From an optimization exercise on the open Yosys and OpenROAD flow, aimed at small area, a short achievable clock period and few clock cycles per item; shortcuts taken in it are not production practice.
Function was checked by simulation only, so behaviour that the tests miss may differ from the original.
No activity file was given, so power comes from the tool's default toggle rates.

==> flow/design.v (excerpt) <==
module dot(input logic clk, input logic rst_n,
          output logic slave_waitrequest,
          input logic [3:0] slave_address,
          input logic slave_read, output logic [31:0] slave_readdata,
          input logic slave_write, input logic [31:0] slave_writedata,
          input logic master_waitrequest,
          output logic [31:0] master_address,
          output logic master_read, input logic [31:0] master_readdata, input logic master_readdatavalid,
          output logic master_write, output logic [31:0] master_writedata);
logic [31:0] wbase, xbase;
logic [15:0] len;
logic        busy;       
logic        issuing;    
logic [15:0] nic;        
logic        nph;        
logic [2:0]  oc;         
logic        rph;        
logic        pa, pb;     
logic        ready;      
logic [31:0] wr, xr;
logic [7:0]  bone, btwo, bneg;   
logic        c16;
logic [15:0] as_m_n, as_x_n, ac_m_n, ac_x_n;   
logic        lo_en;                             
logic [31:0] as_r, ac_r;                        
assign as_r = ~{as_m_n, as_x_n};
assign ac_r = ~{ac_m_n, ac_x_n};
logic accept, load, start, wvalid;
  ...
For scale: roughly 2600 cells after synthesis, ~170 I/O pins.
==> flow/config.mk <==
export PLATFORM = sky130hd
export DESIGN_NAME = dot
export DESIGN_NICKNAME = dot
export VERILOG_FILES = /design/flow/design.v
export SDC_FILE = /design/flow/constraint.sdc
export NUM_CORES = 4
export LEC_CHECK = 0
export CAP_MARGIN = 20
export CORE_MARGIN = 2
export CORE_UTILIZATION = 55
export CTS_CLUSTER_DIAMETER = 70
export CTS_CLUSTER_SIZE = 22
export PLACE_DENSITY = 0.7
export SLEW_MARGIN = 20
export SYNTH_HIERARCHICAL = 1
export SYNTH_MINIMUM_KEEP_SIZE = 0
==> flow/constraint.sdc <==
create_clock -name core_clock -period 11.0 [get_ports {clk}]
set_input_delay 2.2000 -clock core_clock [delete_from_list [all_inputs] [get_ports {clk}]]
set_output_delay 2.2000 -clock core_clock [all_outputs]
set_load 0.01 [all_outputs]
standard.sh (not shown) runs the stock make flow with config.mk's settings and CLKGATE_MAP_FILE= SYNTH_SCRIPT=/design/flow/synth_recipe.tcl, a recipe that flattens the netlist after the stock synthesis.
==> flow/flow/run.sh <==
#!/bin/bash
export SETUP_SLACK_MARGIN=7
bash standard.sh > standard.log 2>&1
Testbench counts at the start, summed over its fixed seeds: cycles 91,778, items 45,420.
Change:
==> flow/run.sh (new file) <==
#!/bin/bash
# synth_recipe.tcl (not shown) runs the flow's synth.tcl, then flattens the netlist and writes it again
# the make line also repeats each setting of config.mk as NAME=value (left out here)
make -C /OpenROAD-flow-scripts/flow DESIGN_CONFIG=/design/flow/config.mk WORK_HOME=/design/flow/orfs CLKGATE_MAP_FILE= SYNTH_SCRIPT=/design/flow/synth_recipe.tcl finish
- CAP_MARGIN: 20 -> 50
- CORE_UTILIZATION: 55 -> 40
- CTS_CLUSTER_DIAMETER: 70 -> unset
- CTS_CLUSTER_SIZE: 22 -> unset
- PLACE_DENSITY: 0.7 -> 0.6
- SLEW_MARGIN: 20 -> 75
removed: flow/flow/run.sh
removed: flow/standard.sh
=> The changed run finished with timing, DRC and antenna clean; routed wire length went up by about 0.5%; count of clock-buffer cells in the layout went up by 20; global-route usage went down by 9.2 points; synthesized cell count stays the same; critical path depth went up by 2; final area went up by about 4.5%; setup slack is worse by 0.27 ns; area after synthesis stays the same; total power went up by about 5%; non-clock buffer count went up by 61.
Change:
==> flow/flow/run.sh (new file) <==
#!/bin/bash
export SETUP_SLACK_MARGIN=7
bash standard.sh > standard.log 2>&1
==> flow/standard.sh (new file) <==
#!/bin/bash
# synth_recipe.tcl (not shown) runs the flow's synth.tcl, then flattens the netlist and writes it again
# the make line also repeats each setting of config.mk as NAME=value (left out here)
make -C /OpenROAD-flow-scripts/flow DESIGN_CONFIG=/design/flow/config.mk WORK_HOME=/design/flow/orfs CLKGATE_MAP_FILE= SYNTH_SCRIPT=/design/flow/synth_recipe.tcl "${@:-finish}"
- CAP_MARGIN: 50 -> 20
- CORE_UTILIZATION: 40 -> 55
- PLACE_DENSITY: 0.6 -> 0.7
- SLEW_MARGIN: 75 -> 20
removed: flow/run.sh
The new run ran to the end with no violations; clock skew increases by 0.0070 ns; via count increases by a few percent; maximum frequency increases by a few percent; count of clock-buffer cells in the layout increases by 6; final area decreases by a few percent; setup slack is better by 0.25 ns; synthesized cell count is unchanged; utilization increases by 16 points; die area decreases by a quarter to a third; register-to-register slack is better by 0.25 ns; total power decreases slightly.


== run 1 ==
Another version of the RTL of dot (not shown whole).
For scale: about 2700 cells after synthesis, roughly 330 flip-flops, ~170 I/O pins.
Design dot, start of the top module:
module dot(input logic clk, input logic rst_n,
          output logic slave_waitrequest,
          input logic [3:0] slave_address,
          input logic slave_read, output logic [31:0] slave_readdata,
          input logic slave_write, input logic [31:0] slave_writedata,
          input logic master_waitrequest,
          output logic [31:0] master_address,
          output logic master_read, input logic [31:0] master_readdata, input logic master_readdatavalid,
          output logic master_write, output logic [31:0] master_writedata);
Settings: LEC_CHECK=0, CAP_MARGIN=50, CORE_MARGIN=2, CORE_UTILIZATION=40, PLACE_DENSITY=0.6, SLEW_MARGIN=75, SYNTH_HIERARCHICAL=1, SYNTH_MINIMUM_KEEP_SIZE=0; clock period 11.0 ns.
run.sh (not shown) runs the stock make flow with config.mk's settings and CLKGATE_MAP_FILE= SYNTH_SCRIPT=/design/flow/synth_recipe.tcl, a recipe that flattens the netlist after the stock synthesis.
Stock flow here: none of the scripts above is used.
Testbench counts of run 1, summed over its fixed seeds: cycles 91,785, items 45,420.
### run 1 -> run 2
- CORE_UTILIZATION now 65, was 40
- PLACE_DENSITY now 0.8, was 0.6
- SLEW_MARGIN now 20, was 75
- CAP_MARGIN now 20, was 50
==> comparison <==
Run 1 went all the way through synthesis, placement and routing and the layout is clean on timing, DRC and antenna. The final layout from run 2, which completed every stage, passed the timing, DRC and antenna checks at the end of the flow. Routing usage on met2 (lower): run 1. Run 1 leaves more setup margin than run 2. Going from run 1 to run 2, arrival time at the worst endpoint higher, number of tap instances lower, detailed-route via count higher, fraction of power spent switching nets higher. Effective utilization at floorplan ends up lower on run 1. Relative to run 1, wire length has decreased by about 7% in run 2. Looking at part of the total power dissipated in combinational logic, run 2 sits above run 1.
Input changes introduced in run 3 (baseline for comparison: run 2):
- changing PLACE_DENSITY from 0.8 to 0.6
- changing CAP_MARGIN from 20 to 50
- changing SLEW_MARGIN from 20 to 75
- changing CORE_UTILIZATION from 65 to 40
==> flow/flow/run.sh (new file) <==
#!/bin/bash
export SETUP_SLACK_MARGIN=7
bash standard.sh > standard.log 2>&1
==> flow/standard.sh (new file) <==
#!/bin/bash
# synth_recipe.tcl (not shown) runs the flow's synth.tcl, then flattens the netlist and writes it again
# the make line also repeats each setting of config.mk as NAME=value (left out here)
make -C /OpenROAD-flow-scripts/flow DESIGN_CONFIG=/design/flow/config.mk WORK_HOME=/design/flow/orfs CLKGATE_MAP_FILE= SYNTH_SCRIPT=/design/flow/synth_recipe.tcl "${@:-finish}"
removed: flow/run.sh
[summary]
Run 3 vs. run 2: total non-filler cell area in the finished layout shows an increase of 10%, final total negative setup slack shows no meaningful change. The proportion of power drawn by combinational gates in run 3 sits 1.1 points above the value recorded for run 2.
Edits applied to the flow inputs when going from run 3 to run 4:
-- flow/flow/run.sh --
<<< run 3, line 2
export SETUP_SLACK_MARGIN=7
>>> run 4, line 2
export SETUP_SLACK_MARGIN=8
Findings:
Sort run 3 and run 4 by final net count, ascending, and run 3 comes first.
From run 3 to run 4 the numbers moved as follows: final cell count without fillers grew by 216; non-clock buffer count climbed about 60%.


RTL: one of the versions met above, not the one the previous note started from.
Size in the first run: about 2600 cells after synthesis, about 320 flip-flops, about 170 I/O pins.
export LEC_CHECK = 0
export CAP_MARGIN = 50
export CORE_MARGIN = 2
export CORE_UTILIZATION = 40
export PLACE_DENSITY = 0.6
export SLEW_MARGIN = 75
export SYNTH_HIERARCHICAL = 1
export SYNTH_MINIMUM_KEEP_SIZE = 0
create_clock -name core_clock -period 11.0 [get_ports {clk}]
standard.sh (not shown) runs the stock make flow with config.mk's settings and CLKGATE_MAP_FILE= SYNTH_SCRIPT=/design/flow/synth_recipe.tcl, a recipe that flattens the netlist after the stock synthesis.
==> flow/flow/run.sh <==
#!/bin/bash
export SETUP_SLACK_MARGIN=6.5
bash standard.sh > standard.log 2>&1
The first run finished clean.
Testbench counts at the start, summed over its fixed seeds: cycles 91,778, items 45,420.
Then changed:
==> flow/flow/run.sh (replaced) <==
#!/bin/bash
export SETUP_SLACK_MARGIN=7.2
bash standard.sh > standard.log 2>&1
Settings changed: CAP_MARGIN 50 to 20, CORE_UTILIZATION 40 to 55, CTS_CLUSTER_DIAMETER from default to 70, CTS_CLUSTER_SIZE from default to 22, PLACE_DENSITY 0.6 to 0.7, SLEW_MARGIN 75 to 20.
The new run finished clean.
Clock power went down by about 26%.
Setup slack gains 0.43 ns.
Cell area came out lower by 0.40%.
Then changed:
Settings changed: CAP_MARGIN 20 to 50, CTS_CLUSTER_DIAMETER 70 to default, CTS_CLUSTER_SIZE 22 to default, SLEW_MARGIN 20 to 75.
Combinational power grows by about 2%.
Critical path depth climbs by 2.
Global-route usage hardly moves.
Setup slack is worse by 0.098 ns.
Wire length rose by 1.0%.
Non-clock buffer count goes up by 63.
Count of clock-buffer cells in the layout goes up by 27.
Utilization increases by 2.3 points.
Then changed:
==> flow/flow/run.sh (replaced) <==
#!/bin/bash
export SETUP_SLACK_MARGIN=7.3
bash standard.sh > standard.log 2>&1
Settings changed: CORE_UTILIZATION 55 to 40, PLACE_DENSITY 0.7 to 0.6.
=> Synthesized cell count is unchanged; die area rises by well over a third; critical path depth falls by 1; count of clock-buffer cells in the layout falls by 7; setup slack is better by 0.034 ns; final area rises slightly; fmax rises slightly; power rises slightly; synthesized area is unchanged; routed wire length rises slightly; utilization falls by 18 points.
Then changed:
==> flow/flow/run.sh (replaced) <==
#!/bin/bash
export SETUP_SLACK_MARGIN=7
bash standard.sh > standard.log 2>&1
Settings changed: CAP_MARGIN 50 to 20, CORE_UTILIZATION 40 to 65, CTS_CLUSTER_DIAMETER from default to 70, CTS_CLUSTER_SIZE from default to 22, PLACE_DENSITY 0.6 to 0.8, SLEW_MARGIN 75 to 20.
Result: Combinational power drops by 7.6%; total power drops by 10%; cell count drops by 12%; non-clock buffer count drops by 96; register-to-register slack is worse by 0.15 ns.
Then changed:
Settings changed: CORE_UTILIZATION 65 to 55, CTS_BUF_LIST from default to sky130_fd_sc_hd__clkbuf_8 sky130_fd_sc_hd__clkbuf_16, PLACE_DENSITY 0.8 to 0.7.
Outcome: Die area came out higher by 18%; design area hardly moves; fmax rose by 1.1%; worst hold slack is about the same; via count came out lower by 3.1%; worst setup slack improved by 0.043 ns; clock-buffer cell count came out lower by 1; area after synthesis does not change; global-route usage fell by 5.5 points; final cell count went up by 2.0%.

## afterwards: timing with drivers on the ports
No port has a modelled driver above. Below, the same layouts with a new extraction and two added sets of constraints.
Step 1, drivers: a clkbuf_16 drives clk and a buf_2 each remaining input, both assumed.
Step 2 also shifts input and output timing later by t, the mid clock arrival at the registers, as if the neighbouring blocks saw the same clock.
a / b / c = ideal ports / drivers / drivers and shift; a / b = the first two.
| run | t (ns) | setup WS [ns] | worst register clock-pin slew, ns | worst slew at a driven data input, ns |
|---|---|---|---|---|
| the first run of note 1 | 0.623 | 6.995 / 6.944 / 6.425 | 0.09 / 0.09 | 0.08 |
| the second run of note 1 | 0.629 | 6.721 / 6.721 / 6.363 | 0.06 / 0.06 | 0.05 |
| the third run of note 1 | 0.611 | 6.972 / 6.949 / 6.425 | 0.06 / 0.06 | 0.08 |
| run 1 | 0.625 | 6.697 / 6.697 / 6.399 | 0.07 / 0.07 | 0.06 |
| run 2 | 0.597 | 5.336 / 5.372 / 4.774 | 0.07 / 0.07 | 0.09 |
| run 3 | 0.623 | 6.985 / 6.949 / 6.540 | 0.07 / 0.07 | 0.06 |
| run 4 | 0.665 | 6.972 / 6.972 / 6.972 | 0.07 / 0.07 | 0.08 |
| the first run of note 3 | 0.629 | 6.721 / 6.721 / 6.363 | 0.06 / 0.06 | 0.05 |
| the second run of note 3 | 0.626 | 7.149 / 7.149 / 6.654 | 0.09 / 0.09 | 0.08 |
| the third run of note 3 | 0.622 | 7.051 / 7.051 / 6.637 | 0.07 / 0.07 | 0.08 |
| the fourth run of note 3 | 0.631 | 7.085 / 7.085 / 6.688 | 0.07 / 0.07 | 0.05 |
| the fifth run of note 3 | 0.605 | 6.937 / 6.937 / 6.374 | 0.09 / 0.09 | 0.07 |
| the sixth run of note 3 | 0.623 | 6.980 / 6.934 / 6.421 | 0.09 / 0.09 | 0.08 |
After both steps setup and hold are still met in every run listed. For the first run of note 1, which loses most, drivers alone change the setup slack by -0.051 ns; drivers and shift together by -0.570 ns.
